Source: an optimization exercise on an open RTL-to-GDS flow (aim: small area). Production flows keep margins and buffers that such runs may drop. Only simulation tests tie the RTL to the original design; equivalence was not proved. Power and IR drop assume default switching activity.

==> trial 46 <==
==> flow/design.v <==
module flexpipe_top (
    input  logic                   clk,
    input  logic                   rst_n,
    input  logic                   dbg_mode,
    output logic [31:0]            dbg_cycle_count,
    input  logic [63:0]            s_axi_awaddr,
    input  logic                   s_axi_awvalid,
    output logic                   s_axi_awready,
    input  logic [31:0]            s_axi_wdata,
    input  logic [3:0]             s_axi_wstrb,
    input  logic                   s_axi_wvalid,
    output logic                   s_axi_wready,
    output logic [1:0]             s_axi_bresp,
    output logic                   s_axi_bvalid,
    input  logic                   s_axi_bready,
    input  logic                   core_idle,
    input  logic                   core_pipeline_drained,
    input  logic                   flip_ack,
    output logic                   request_flip,
    output logic [196:0]           active_config,
    output logic                   layer_start_pulse,
    input  logic [108:0]           core_mem_req,
    input  logic                   core_mem_req_valid,
    output logic                   core_mem_req_ready,
    output logic [267:0]           core_mem_resp,
    output logic                   core_mem_resp_valid,
    output logic [108:0]           mem_master_req,
    output logic                   mem_master_valid,
    input  logic                   mem_master_ready,
    input  logic [267:0]           mem_master_resp,
    input  logic                   mem_master_resp_valid
);
    logic [31:0] dbg_q;
    always @(posedge clk or negedge rst_n) begin
        if (!rst_n)        dbg_q <= 32'd0;
        else if (dbg_mode) dbg_q <= dbg_q + 32'd1;
    end
    assign dbg_cycle_count = dbg_q;
    logic        axi_w, axi_b;
    logic [1:0]  widx;
    logic        wr;
    assign wr = axi_w & s_axi_wvalid;
    always @(posedge clk or negedge rst_n) begin
        if (!rst_n) begin
            axi_w <= 1'b0;
            axi_b <= 1'b0;
            widx  <= 2'd0;
        end else begin
            axi_w <= axi_w ? ~s_axi_wvalid : (~axi_b & s_axi_awvalid);
            axi_b <= axi_b ? ~s_axi_bready : wr;
            if (wr) widx <= widx + 2'd1;
        end
    end
    assign s_axi_awready = ~(axi_w | axi_b);
    assign s_axi_wready  = axi_w;
    assign s_axi_bvalid  = axi_b;
    assign s_axi_bresp   = 2'b00;
    logic [31:0] sh_cc, sh_cb, sh_pw, sh_ds;
    always @(posedge clk) begin
        if (wr && widx == 2'd0) sh_cc <= s_axi_wdata;
        if (wr && widx == 2'd1) sh_cb <= s_axi_wdata;
        if (wr && widx == 2'd2) sh_pw <= s_axi_wdata;
        if (wr && widx == 2'd3) sh_ds <= s_axi_wdata;
    end
    logic        sh_valid, flip_req, start_pulse, act_valid;
    logic [3:0]  epoch;
    logic [31:0] act_cc, act_cb, act_pw, act_ds;
    logic        no_outstanding_active;
    logic        flip;
    assign flip = flip_req & flip_ack;
    always @(posedge clk or negedge rst_n) begin
        if (!rst_n) begin
            sh_valid    <= 1'b0;
            flip_req    <= 1'b0;
            start_pulse <= 1'b0;
            act_valid   <= 1'b0;
            epoch       <= 4'd0;
            act_cc      <= 32'd0;
            act_cb      <= 32'd0;
            act_pw      <= 32'd0;
            act_ds      <= 32'd0;
        end else begin
            sh_valid    <= ~flip & (sh_valid | (wr & widx == 2'd3));
            flip_req    <= flip_req ? ~flip_ack
                                    : (sh_valid & core_idle & core_pipeline_drained & no_outstanding_active);
            start_pulse <= flip;
            if (flip) begin
                act_valid <= 1'b1;
                epoch     <= epoch + 4'd1;
                act_cc    <= sh_cc;
                act_cb    <= sh_cb;
                act_pw    <= sh_pw;
                act_ds    <= sh_ds;
            end
        end
    end
    assign request_flip      = flip_req;
    assign layer_start_pulse = start_pulse;
    assign active_config     = {act_cc, act_cb, act_pw, act_ds, 64'd0, act_valid, epoch};
    logic [7:0] act_cnt;
    logic       core_dec;
    assign core_dec = mem_master_resp_valid & mem_master_resp[1] & ~mem_master_resp[11]
                    & (act_cnt != 8'd0);
    always @(posedge clk or negedge rst_n) begin
        if (!rst_n)                                         act_cnt <= 8'd0;
        else if (core_dec)                                  act_cnt <= act_cnt - 8'd1;
        else if (core_mem_req_valid && mem_master_ready)    act_cnt <= act_cnt + 8'd1;
    end
    assign no_outstanding_active = (act_cnt == 8'd0);
    logic s_pr, s_pw, s_dr, s_dw, s_done;
    logic idle, pf_valid, pf_grant, pf_resp, ep_ok, id_ok;
    logic ptr_hit, data_last, data_hit, more, abort;
    logic [3:0]  walk_epoch;
    logic [31:0] walk_cnt, walk_max;
    logic [63:0] data_addr;
    assign idle      = ~(s_pr | s_pw | s_dr | s_dw | s_done);
    assign pf_valid  = s_pr | s_dr;
    assign pf_grant  = pf_valid & ~core_mem_req_valid & mem_master_ready;
    assign pf_resp   = mem_master_resp_valid & mem_master_resp[11];
    assign ep_ok     = (mem_master_resp[5:2] == epoch);
    assign id_ok     = (mem_master_resp[10:6] == 5'd0);
    assign ptr_hit   = s_pw & pf_resp & ep_ok & id_ok;
    assign data_last = s_dw & pf_resp & ep_ok & mem_master_resp[1];
    assign data_hit  = data_last & id_ok;
    assign more      = (walk_cnt != walk_max);
    assign abort     = ~idle & start_pulse;
    assign walk_epoch = epoch - {3'd0, start_pulse};
    always @(posedge clk or negedge rst_n) begin
        if (!rst_n) begin
            s_pr   <= 1'b0;
            s_pw   <= 1'b0;
            s_dr   <= 1'b0;
            s_dw   <= 1'b0;
            s_done <= 1'b0;
        end else begin
            s_pr   <= ~abort & ((idle & sh_valid) | (s_pr & ~pf_grant) | (data_hit & more));
            s_pw   <= ~abort & ((s_pr & pf_grant) | (s_pw & ~ptr_hit));
            s_dr   <= ~abort & (ptr_hit | (s_dr & ~pf_grant));
            s_dw   <= ~abort & ((s_dr & pf_grant) | (s_dw & ~data_hit));
            s_done <= ~abort & ((data_hit & ~more) | (s_done & sh_valid));
        end
    end
    always @(posedge clk) begin
        if (idle) begin
            walk_cnt <= 32'd0;
            walk_max <= sh_pw;
        end else if (data_last && more) begin
            walk_cnt <= walk_cnt + 32'd1;
        end
    end
    always @(posedge clk) begin
        data_addr <= ({64{s_pw}} & mem_master_resp[75:12]) | ({64{s_dr}} & data_addr);
    end
    logic         sel_core, sel_pr, sel_dr;
    logic [108:0] core_part, pf_part;
    assign sel_core = core_mem_req_valid;
    assign sel_pr   = ~core_mem_req_valid & s_pr;
    assign sel_dr   = ~core_mem_req_valid & s_dr;
    assign core_part = {109{sel_core}} & {core_mem_req[108:13], 1'b0, core_mem_req[11:0]};
    assign pf_part   = {({64{sel_pr}} & {29'd0, walk_cnt, 3'd0}) | ({64{sel_dr}} & data_addr),
                        26'd0, sel_dr, 1'b0, sel_pr, 3'd0,
                        sel_pr | sel_dr, 5'd0,
                        {4{sel_pr | sel_dr}} & walk_epoch,
                        sel_dr, sel_pr,
                        1'b0};
    assign mem_master_valid   = core_mem_req_valid | pf_valid;
    assign mem_master_req     = core_part | pf_part;
    assign core_mem_req_ready = core_mem_req_valid & mem_master_ready;
    assign core_mem_resp       = mem_master_resp;
    assign core_mem_resp_valid = mem_master_resp_valid & ~mem_master_resp[11];
endmodule
==> flow/flow/run.sh <==
#!/bin/bash
# The standard ORFS layout with these changes:
#  - ABC maps the combinational logic with an area-oriented script
#    (flow/abc_area.script); the rest of the synthesis is the standard flow's own, so the
#    registers, their names and their cells are the standard synthesis's;
#  - the port buffers use the smallest buffer cell;
#  - pins may also sit on met4 on the top and bottom edges, so that the die
#    can be smaller;
#  - one tie cell drives all the constant outputs (no tie fanout repair).
# Each tool's output goes to make_finish.log here and to ORFS's per-step logs
# under orfs/logs/.
set -euo pipefail
here=$(pwd)

sed 's#log_cmd abc {\*}\$abc_args#log_cmd abc -script '"$here"'/flow/abc_area.script {*}[lrange $abc_args 2 end]#' \
    "$FLOW_HOME/scripts/synth.tcl" > synth_area.tcl
grep -q 'flow/abc_area.script' synth_area.tcl
sed 's#source \$::env(SCRIPTS_DIR)/synth.tcl#source '"$here"'/synth_area.tcl#' synth_recipe.tcl > synth_top.tcl
grep -q 'synth_area.tcl' synth_top.tcl
sed 's#SYNTH_SCRIPT=[^ ]*#SYNTH_SCRIPT='"$here"'/synth_top.tcl#' standard.sh > layout.sh
grep -q 'synth_top.tcl' layout.sh

export BUFFER_PORTS_ARGS="-buffer_cell sky130_fd_sc_hd__buf_1"
export IO_PLACER_V="met2 met4"
export SKIP_REPAIR_TIE_FANOUT=1
bash layout.sh > make_finish.log 2>&1
==> flow/flow/abc_area.script <==
strash
dch -f
amap -m -F 2 -A 8
==> flow/standard.sh <==
#!/bin/bash
# synth_recipe.tcl (not shown) runs the flow's synth.tcl, then flattens the netlist and writes it again
# the make line also repeats each setting of config.mk as NAME=value (left out here)
make -C /OpenROAD-flow-scripts/flow DESIGN_CONFIG=/design/flow/config.mk WORK_HOME=/design/flow/orfs CLKGATE_MAP_FILE= SYNTH_SCRIPT=/design/flow/synth_recipe.tcl "${@:-finish}"
==> flow/config.mk <==
export PLATFORM = sky130hd
export DESIGN_NAME = flexpipe_top
export DESIGN_NICKNAME = flexpipe_top
export VERILOG_FILES = /design/flow/design.v
export SDC_FILE = /design/flow/constraint.sdc
export NUM_CORES = 4
export LEC_CHECK = 0
export CAP_MARGIN = 20
export CORE_AREA = 5 5 275 275
export CTS_BUF_LIST = sky130_fd_sc_hd__clkbuf_8
export CTS_CLUSTER_DIAMETER = 60
export CTS_CLUSTER_SIZE = 16
export DIE_AREA = 0 0 280 280
export GPL_ROUTABILITY_DRIVEN = 0
export SLEW_MARGIN = 20
==> flow/constraint.sdc <==
create_clock -name core_clock -period 5.0 [get_ports {clk}]
set_input_delay 1.0000 -clock core_clock [delete_from_list [all_inputs] [get_ports {clk}]]
set_output_delay 1.0000 -clock core_clock [all_outputs]
set_load 0.01 [all_outputs]
==> build 10 (differences from trial 46) <==
--- a/flow/design.v
+++ b/flow/design.v
@@ -153,16 +153,12 @@
     end
-    logic         sel_core, sel_pr, sel_dr;
-    logic [108:0] core_part, pf_part;
-    assign sel_core = core_mem_req_valid;
-    assign sel_pr   = ~core_mem_req_valid & s_pr;
-    assign sel_dr   = ~core_mem_req_valid & s_dr;
-    assign core_part = {109{sel_core}} & {core_mem_req[108:13], 1'b0, core_mem_req[11:0]};
-    assign pf_part   = {({64{sel_pr}} & {29'd0, walk_cnt, 3'd0}) | ({64{sel_dr}} & data_addr),
-                        26'd0, sel_dr, 1'b0, sel_pr, 3'd0,
-                        sel_pr | sel_dr, 5'd0,
-                        {4{sel_pr | sel_dr}} & walk_epoch,
-                        sel_dr, sel_pr,
-                        1'b0};
+    logic [108:0] pf_req;
+    assign pf_req = {({64{s_pr}} & {29'd0, walk_cnt, 3'd0}) | ({64{s_dr}} & data_addr),
+                     26'd0, s_dr, 1'b0, s_pr, 3'd0,
+                     pf_valid, 5'd0,
+                     {4{pf_valid}} & walk_epoch,
+                     s_dr, s_pr,
+                     1'b0};
     assign mem_master_valid   = core_mem_req_valid | pf_valid;
-    assign mem_master_req     = core_part | pf_part;
+    assign mem_master_req     = core_mem_req_valid ? {core_mem_req[108:13], 1'b0, core_mem_req[11:0]}
+                                                   : pf_req;
     assign core_mem_req_ready = core_mem_req_valid & mem_master_ready;
--- a/flow/flow/run.sh
+++ b/flow/flow/run.sh
@@ -6,5 +6,3 @@
 #  - the port buffers use the smallest buffer cell;
-#  - pins may also sit on met4 on the top and bottom edges, so that the die
-#    can be smaller;
-#  - one tie cell drives all the constant outputs (no tie fanout repair).
+
 # Each tool's output goes to make_finish.log here and to ORFS's per-step logs
@@ -24,3 +22,2 @@
 export IO_PLACER_V="met2 met4"
-export SKIP_REPAIR_TIE_FANOUT=1
 bash layout.sh > make_finish.log 2>&1
==> flow/flow/abc_area.script (replaced) <==
strash
dc2
dch -f
amap
Settings changed: CTS_CLUSTER_DIAMETER 60 to 50, GPL_ROUTABILITY_DRIVEN 0 to default, PLACE_DENSITY from default to 0.8.
==> qor summary <==
Share of the final layout cell area in multi-input gates: build 10 0.228; trial 46 0.232
Insertion delay of the later-clocked pin in the worst-skew pair: build 10 0.68 ns; trial 46 0.62 ns
Final worst hold slack: build 10 0.405 ns; trial 46 0.274 ns
Top cell type's share of synthesized area: build 10 0.252; trial 46 0.251
Metal2 WL: build 10 35.3 mm; trial 46 36.5 mm
Via count of the first global-routing pass: build 10 14400; trial 46 13900
Fraction of layout cells with a size suffix above 1: build 10 0.0825; trial 46 0.0432
First-pass GRT wire length: build 10 110 mm; trial 46 124 mm
Fillcell total: build 10 7515; trial 46 7704
Synthesis-to-layout area growth: build 10 16.1%; trial 46 10.3%
Required time worst endpoint: build 10 5.59 ns; trial 46 5.50 ns
Dpl cell area: build 10 0.0208 mm²; trial 46 0.0203 mm²
Mean number of vias per cell: build 10 4.77; trial 46 5.01
Switching power: build 10 0.00407 W; trial 46 0.00385 W
FF+latch area: build 10 0.0114 mm²; trial 46 0.0114 mm²
Number of antenna violations at the first check in global routing: build 10 32; trial 46 44
Register area share after synthesis: build 10 0.596; trial 46 0.594
Basic-gate share of the synthesized area counting and, or, nand and nor cells: build 10 0.0852; trial 46 0.0659
Run status: build 10 no timing/DRC/antenna violations; trial 46 no timing/DRC/antenna violations

[what the ideal ports hide]
How much do the figures lean on ideal ports? The routed layouts below were timed once more, with nothing changed but the port constraints. Step 1 assumes that a clkbuf_16 drives the clock port and a buf_2 every other input. Step 2 times the ports against the registers' clock, not the clock port: input delays grow and output delays shrink by t, the midpoint of the rising clock arrivals with the driver on. Slacks: ideal ports / drivers / drivers and shift; pairs: ideal ports / drivers.
run	t (ns)	setup WS [ns]	worst register clock-pin slew, ns	pins driven straight from the clock port
trial 46	0.649	1.024 / 1.024 / 0.496	0.11 / 0.11	1
build 10	0.715	0.417 / 0.417 / -0.214	0.11 / 0.11	1
Met with ideal ports but missed after step 2: setup timing in build 10. For build 10, which loses most, drivers alone change the setup slack by 0.000 ns; drivers and shift together by -0.631 ns.
